This is an optimization exercise on Yosys and OpenROAD, whose aim is small area and a short achievable clock period, not a production implementation.
The flow treats the clock pin as an ideal source. Dropping or thinning the clock tree relies on that and would not hold on a real chip.
Power figures rest on the tool's default switching activity, not on a simulated workload.

==> 05-25 <==
// pipelined_multiplier
module pipelined_multiplier (
    input clk,
    input rst,
    input [10:0] n1,
    input [7:0] n2,
    output reg [18:0] product
);
    reg [10:0] a1;
    reg [7:0] b1;
    reg [38:0] r2;
    reg [31:0] r3;
    reg v1, v2, v3;
    wire pp1;
    wire pp2;
    wire pp3;
    wire pp4;
    wire pp5;
    wire pp6;
    wire pp7;
    wire pp8;
    wire pp9;
    wire pp10;
    wire pp11;
    wire pp12;
    wire pp13;
    wire pp14;
    wire pp15;
    wire pp16;
    wire pp17;
    wire pp18;
    wire pp19;
    wire pp20;
    wire pp21;
    wire pp22;
    wire pp23;
    wire pp24;
    wire pp25;
    wire pp26;
    wire pp27;
    wire pp28;
    wire pp29;
    wire pp30;
    wire pp31;
    wire pp32;
    wire pp33;
    wire pp34;
    wire pp35;
    wire pp36;
    wire pp37;
    wire pp38;
    wire pp39;
    wire pp40;
    wire pp41;
    wire pp42;
    wire pp43;
    wire pp44;
    wire pp45;
    wire pp46;
    wire pp47;
    wire pp48;
    wire pp49;
    wire pp50;
    wire pp51;
    wire pp52;
    wire pp53;
    wire pp54;
    wire pp55;
    wire pp56;
    wire pp57;
    wire pp58;
    wire pp59;
    wire pp60;
    wire pp61;
    wire pp62;
    wire pp63;
    wire pp64;
    wire pp65;
    wire pp66;
    wire pp67;
    wire pp68;
    wire pp69;
    wire pp70;
    wire pp71;
    wire pp72;
    wire pp73;
    wire pp74;
    wire pp75;
    wire pp76;
    wire pp77;
    wire pp78;
    wire pp79;
    wire pp80;
    wire pp81;
    wire pp82;
    wire pp83;
    wire pp84;
    wire pp85;
    wire pp86;
    wire pp87;
    wire pp88;
    wire s89;
    wire c90;
    wire s91;
    wire c92;
    wire s93;
    wire c94;
    wire s95;
    wire c96;
    wire s97;
    wire c98;
    wire s99;
    wire c100;
    wire s101;
    wire c102;
    wire s103;
    wire c104;
    wire s105;
    wire c106;
    wire s107;
    wire c108;
    wire s109;
    wire c110;
    wire s111;
    wire c112;
    wire s113;
  ...
export LEC_CHECK = 0
export ABC_AREA = 1
export CAP_MARGIN = 20
export CORE_MARGIN = 2
export CORE_UTILIZATION = 60
export SETUP_SLACK_MARGIN = 2.9
export SLEW_MARGIN = 20
create_clock -name core_clock -period 4.5 [get_ports {clk}]
standard.sh (not shown) runs the stock make flow with config.mk's settings and CLKGATE_MAP_FILE= SYNTH_SCRIPT=/design/flow/synth_recipe.tcl, a recipe that flattens the netlist after the stock synthesis.
==> flow/flow/run.sh <==
#!/bin/bash
# Own layout flow: the standard ORFS flow (standard.sh) with three changes:
#  - synthesis: the same script as synth_recipe.tcl, except that the second
#    part of Yosys's synth (fine:) runs with -noabc, so the bit-level adders
#    of the design reach extract_fa as written and map onto full-adder cells
#    without inverters between them (the final ABC mapping still runs);
#  - port buffers: buffer_ports uses sky130_fd_sc_hd__buf_1 instead of the
#    cell it picks by itself (clkdlybuf4s50_1);
#  - clock tree: flow/mycts.tcl (sourced before CTS) replaces
#    clock_tree_synthesis with a small tree: the clock port drives four
#    clkbuf_16 buffers; three drive the flip-flops outside r2 directly, the
#    fourth drives three clkbuf_8 buffers that drive r2, so r2's clock
#    arrives one buffer later (skew only between internal registers).
# Each tool's output goes to its own log file in the work folder.
set -euo pipefail
work=$(pwd)
first='proc synth {args} { yosys synth -nofsm -noshare {*}$args }'
if [[ "$(head -1 synth_recipe.tcl)" == "$first" ]]; then
  {
    echo 'proc synth {args} { if {[lsearch $args "fine:"] >= 0} { yosys synth -nofsm -noshare -noabc {*}$args } else { yosys synth -nofsm -noshare {*}$args } }'
    tail -n +2 synth_recipe.tcl
  } > "$work/own_synth.tcl"
else
  cp synth_recipe.tcl "$work/own_synth.tcl"
fi
extra=()
if [[ -f flow/extra.mk ]]; then
  while IFS= read -r line; do
    [[ -n "$line" && "$line" != \#* ]] && extra+=("$line")
  done < flow/extra.mk
fi
bash standard.sh SYNTH_SCRIPT="$work/own_synth.tcl" \
  "BUFFER_PORTS_ARGS=-buffer_cell sky130_fd_sc_hd__buf_1" "PRE_CTS_TCL=$work/flow/mycts.tcl" ${extra[@]+"${extra[@]}"} finish \
  > "$work/orfs_make.log" 2>&1
==> flow/flow/mycts.tcl <==
rename clock_tree_synthesis orig_clock_tree_synthesis

proc own_cts_groups {sinks ngroups} {
  # split sinks ({x y pin}) into ngroups groups by position
  set n [llength $sinks]
  set ny [expr {int(sqrt($ngroups))}]
  if {$ny < 1} { set ny 1 }
  set nx [expr {($ngroups + $ny - 1) / $ny}]
  set groups {}
  set byy [lsort -integer -index 1 $sinks]
  set per_row [expr {($n + $ny - 1) / $ny}]
  for {set r 0} {$r < $ny} {incr r} {
    set row [lrange $byy [expr {$r * $per_row}] [expr {($r + 1) * $per_row - 1}]]
    set byx [lsort -integer -index 0 $row]
    set m [llength $byx]
    set per [expr {($m + $nx - 1) / $nx}]
    for {set c 0} {$c < $nx} {incr c} {
      set g [lrange $byx [expr {$c * $per}] [expr {($c + 1) * $per - 1}]]
      if {[llength $g]} { lappend groups $g }
    }
  }
  return $groups
}

proc own_cts_buffer {cell net group name netname} {
  # buffer driving the pins of group from net, placed at their centre
  set dbu [[ord::get_db_block] getDbUnitsPerMicron]
  set sx 0; set sy 0; set pins {}
  foreach s $group {
    set sx [expr {$sx + [lindex $s 0]}]
    set sy [expr {$sy + [lindex $s 1]}]
    lappend pins [lindex $s 2]
  }
  set cx [expr {double($sx) / [llength $group] / $dbu}]
  set cy [expr {double($sy) / [llength $group] / $dbu}]
  set r [insert_buffer -buffer_cell $cell -net $net -load_pins $pins -location [list $cx $cy] -buffer_name $name -net_name $netname]
  return [get_full_name $r]
}

proc own_cts_branch {top_name sinks nleaf leaf_cell chain top_cell tag} {
  # top buffer (fed by the clock port) -> chain of delay cells -> nleaf leaf
  # buffers -> sinks; with nleaf 0 the top buffer drives the sinks directly
  if {$nleaf == 0} {
    own_cts_buffer $top_cell [get_nets clk] $sinks $top_name "clknet_$top_name"
    return
  }
  set leaves {}
  set k 0
  foreach g [own_cts_groups $sinks $nleaf] {
    lappend leaves [own_cts_buffer $leaf_cell [get_nets clk] $g "clkbuf_${tag}_$k" "clknet_${tag}_$k"]
    incr k
  }
  set lg {}
  foreach l $leaves {
    set bb [[sta::sta_to_db_inst [get_cells $l]] getBBox]
    lappend lg [list [expr {([$bb xMin] + [$bb xMax]) / 2}] [expr {([$bb yMin] + [$bb yMax]) / 2}] [get_pins $l/A]]
  }
  set k 0
  foreach cell $chain {
    set r [own_cts_buffer $cell [get_nets clk] $lg "clkdly_${tag}_$k" "clknet_dly_${tag}_$k"]
    set bb [[sta::sta_to_db_inst [get_cells $r]] getBBox]
    set lg [list [list [expr {([$bb xMin] + [$bb xMax]) / 2}] [expr {([$bb yMin] + [$bb yMax]) / 2}] [get_pins $r/A]]]
    incr k
  }
  own_cts_buffer $top_cell [get_nets clk] $lg $top_name "clknet_$top_name"
}

proc clock_tree_synthesis {args} {
  set top_cell sky130_fd_sc_hd__clkbuf_16
  set leaf_cell sky130_fd_sc_hd__clkbuf_8
  # branch of r2 (second pipeline register) and of r3 (third): leaf count and
  # delay cells; the other flip-flops hang directly off two top buffers
  set r2_leaves 3
  set r2_chain {sky130_fd_sc_hd__clkdlybuf4s25_1}
  set r3_leaves 2
  set r3_chain {}
  foreach v {r2_leaves r2_chain r3_leaves r3_chain} {
    if {[info exists ::env(OWN_CTS_[string toupper $v])]} { set $v $::env(OWN_CTS_[string toupper $v]) }
  }
  set block [ord::get_db_block]
  set normal {}
  set s2 {}
  set s3 {}
  foreach pin [get_pins -of_objects [get_nets clk]] {
    if {[get_property $pin direction] ne "input"} { continue }
    set it [sta::sta_to_db_pin $pin]
    set inst [$it getInst]
    set bb [$inst getBBox]
    set s [list [expr {([$bb xMin] + [$bb xMax]) / 2}] [expr {([$bb yMin] + [$bb yMax]) / 2}] $pin]
    if {[string match {r2*} [$inst getName]]} {
      lappend s2 $s
    } elseif {[string match {r3*} [$inst getName]]} {
      lappend s3 $s
    } else {
      lappend normal $s
    }
  }
  puts "own cts: [llength $normal] flip-flops on direct branches, [llength $s2] r2, [llength $s3] r3"
  set k 0
  foreach g [own_cts_groups $normal 2] {
    own_cts_buffer $top_cell [get_nets clk] $g "clkbuf_top_$k" "clknet_top_$k"
    incr k
  }
  own_cts_branch clkbuf_top_2 $s2 $r2_leaves $leaf_cell $r2_chain $top_cell r2
  own_cts_branch clkbuf_top_3 $s3 $r3_leaves $leaf_cell $r3_chain $top_cell r3
  foreach net [$block getNets] {
    if {[string match clknet_* [$net getName]] || [$net getName] eq "clk"} { $net setSigType CLOCK }
  }
  set_propagated_clock [all_clocks]
}
==> inputs of 09-04, as changes to 05-25 <==
==> flow/flow/mycts.tcl (replaced) <==
# Clock tree for a small design, replacing clock_tree_synthesis (whose
# H-tree makes 17 buffers here).  The clock port drives 4 clkbuf_16
# buffers.  Three of them drive the flip-flops outside the second pipeline
# register, in three groups formed by position.  The fourth drives DLEAF
# leaf buffers that drive the second pipeline register (r2): its clock
# arrives one buffer later, which gives the first stage (r1 -> r2) time
# that the second stage (r2 -> r3) does not need.  No register on a path
# from an input or to an output gets a different clock arrival.
rename clock_tree_synthesis orig_clock_tree_synthesis

proc own_cts_groups {sinks ngroups} {
  # split sinks ({x y pin}) into ngroups groups by position
  set n [llength $sinks]
  set ny [expr {int(sqrt($ngroups))}]
  if {$ny < 1} { set ny 1 }
  set nx [expr {($ngroups + $ny - 1) / $ny}]
  set groups {}
  set byy [lsort -integer -index 1 $sinks]
  set per_row [expr {($n + $ny - 1) / $ny}]
  for {set r 0} {$r < $ny} {incr r} {
    set row [lrange $byy [expr {$r * $per_row}] [expr {($r + 1) * $per_row - 1}]]
    set byx [lsort -integer -index 0 $row]
    set m [llength $byx]
    set per [expr {($m + $nx - 1) / $nx}]
    for {set c 0} {$c < $nx} {incr c} {
      set g [lrange $byx [expr {$c * $per}] [expr {($c + 1) * $per - 1}]]
      if {[llength $g]} { lappend groups $g }
    }
  }
  return $groups
}

proc own_cts_buffer {cell net group name netname} {
  # buffer driving the pins of group from net, placed at their centre
  set dbu [[ord::get_db_block] getDbUnitsPerMicron]
  set sx 0; set sy 0; set pins {}
  foreach s $group {
    set sx [expr {$sx + [lindex $s 0]}]
    set sy [expr {$sy + [lindex $s 1]}]
    lappend pins [lindex $s 2]
  }
  set cx [expr {double($sx) / [llength $group] / $dbu}]
  set cy [expr {double($sy) / [llength $group] / $dbu}]
  set r [insert_buffer -buffer_cell $cell -net $net -load_pins $pins -location [list $cx $cy] -buffer_name $name -net_name $netname]
  return [get_full_name $r]
}

proc clock_tree_synthesis {args} {
  set top_cell sky130_fd_sc_hd__clkbuf_16
  set leaf_cell sky130_fd_sc_hd__clkbuf_8
  set nleaf 3
  if {[info exists ::env(OWN_CTS_DLEAVES)]} { set nleaf $::env(OWN_CTS_DLEAVES) }
  if {[info exists ::env(OWN_CTS_DLEAF_CELL)]} { set leaf_cell $::env(OWN_CTS_DLEAF_CELL) }
  set block [ord::get_db_block]
  set normal {}
  set delayed {}
  foreach pin [get_pins -of_objects [get_nets clk]] {
    if {[get_property $pin direction] ne "input"} { continue }
    set it [sta::sta_to_db_pin $pin]
    set inst [$it getInst]
    set bb [$inst getBBox]
    set s [list [expr {([$bb xMin] + [$bb xMax]) / 2}] [expr {([$bb yMin] + [$bb yMax]) / 2}] $pin]
    if {[string match {r2*} [$inst getName]]} { lappend delayed $s } else { lappend normal $s }
  }
  puts "own cts: [llength $normal] flip-flops on the direct branches, [llength $delayed] on the delayed branch"
  set k 0
  foreach g [own_cts_groups $normal 3] {
    own_cts_buffer $top_cell [get_nets clk] $g "clkbuf_top_$k" "clknet_top_$k"
    incr k
  }
  set leaves {}
  set k 0
  foreach g [own_cts_groups $delayed $nleaf] {
    lappend leaves [own_cts_buffer $leaf_cell [get_nets clk] $g "clkbuf_dly_$k" "clknet_dly_$k"]
    incr k
  }
  # the fourth top buffer drives the delayed branch's leaf buffers
  set dbu [$block getDbUnitsPerMicron]
  set lg {}
  foreach l $leaves {
    set bb [[sta::sta_to_db_inst [get_cells $l]] getBBox]
    lappend lg [list [expr {([$bb xMin] + [$bb xMax]) / 2}] [expr {([$bb yMin] + [$bb yMax]) / 2}] [get_pins $l/A]]
  }
  own_cts_buffer $top_cell [get_nets clk] $lg "clkbuf_top_3" "clknet_top_3"
  foreach net [$block getNets] {
    if {[string match clknet_* [$net getName]] || [$net getName] eq "clk"} { $net setSigType CLOCK }
  }
  set_propagated_clock [all_clocks]
}
==> inputs of 09-20, as changes to 05-25 <==
--- a/flow/flow/mycts.tcl
+++ b/flow/flow/mycts.tcl
@@ -74,3 +74,3 @@
   set r2_chain {sky130_fd_sc_hd__clkdlybuf4s25_1}
-  set r3_leaves 2
+  set r3_leaves 0
   set r3_chain {}
==> results.txt <==
                                                                                      09-20                    09-04                    05-25
Most common cell on crit path                                                             -    sky130_fd_sc_hd__fa_1    sky130_fd_sc_hd__fa_1
Critical Path Source                                                                 r2[22]                    a1[5]                    b1[7]
Smallest hold slack                                                               0.0158 ns                 0.356 ns                0.0104 ns
Vias in the first global route                                                         3154                     3269                     3232
Max VDD drop                                                                       0.351 mV                 0.322 mV                 0.342 mV
GRT Overall Usage                                                                     19.9%                    20.5%                    20.4%
P per Cell Area                                                                 513 nW/um^2              490 nW/um^2              525 nW/um^2
Core occupancy in the finished layout                                                 69.0%                    71.0%                    71.0%
Fraction of final layout cells sized beyond drive strength 1                          12.9%                    19.5%                    18.8%
WL final                                                                            8740 um                  8880 um                  8910 um
Clock slew seen by the registers of the worst setup and hold paths                  0.10 ns                  0.10 ns                  0.08 ns
Count of nets after finishing                                                           640                      653                      647
Cell leakage power                                                                  2.69 nW                  2.75 nW                  2.76 nW
Violation count after the first detailed-routing iteration                               93                       89                       51
Measured slew at the worst slew-check pin                                          0.804 ns                 0.800 ns                 0.798 ns
Destination of the critical timing path                                              r3[19]                   r2[27]                   r2[27]
Count of hold buffers inserted by post-cts repair                                         2                        0                        2
Number of standard cells in the final layout excluding fillers                          647                      660                      654
Total non-filler cell area in the finished layout                                5670 sq um               5830 sq um               5830 sq um
Largest fanout of any net on the critical path                                            1                        7                       11
Fraction of the cycle the final worst path needs                                      36.5%                    43.5%                    34.9%
Fill cells                                                                              633                      611                      621
Status                                                              complete, no violations  complete, no violations  complete, no violations
Global-route met1 utilization                                                         26.2%                    26.7%                    26.5%
End of the worst hold path                                                            r2[0]                       v2                    r2[0]
Function was not checked in any run of this note: the RTL went through the layout flow alone. No run of this note takes its clock network from TritonCTS; it comes from the design's own scripts or RTL.

==> afterwards: timing with drivers on the ports <==
No port has a modelled driver above. Below, the same layouts with a new extraction and two added sets of constraints. Step 1 assumes that a clkbuf_16 drives the clock port and a buf_2 every other input. Step 2, shift: input delay + t, output delay - t, t = (earliest + latest rising clock arrival at the registers) / 2. This alone moves slack from input paths to output paths. a / b / c = ideal / step 1 / step 2; a / b = the first two.
| run | t, ns | setup WS [ns] | hold WS [ns] | latest minus earliest clock arrival (ns) | worst data-port slew with drivers (ns) |
|---|---|---|---|---|---|
| 05-25 | 0.475 | 2.928 / 2.887 / 2.715 | 0.010 / 0.010 / 0.010 | 0.522 / 0.521 | 0.03 |
| 09-04 | 0.278 | 2.545 / 2.545 / 2.545 | 0.356 / 0.356 / 0.356 | 0.122 / 0.122 | 0.03 |
| 09-20 | 0.471 | 2.857 / 2.857 / 2.713 | 0.016 / 0.016 / 0.016 | 0.515 / 0.515 | 0.03 |
In 05-25 and 09-20 the clock reaches the registers at very different times; t lies between them, and the last value is a rough guide only. For 05-25, which loses most, drivers alone change the setup slack by -0.041 ns; drivers and shift together by -0.213 ns. Setup slack includes reset recovery checks.
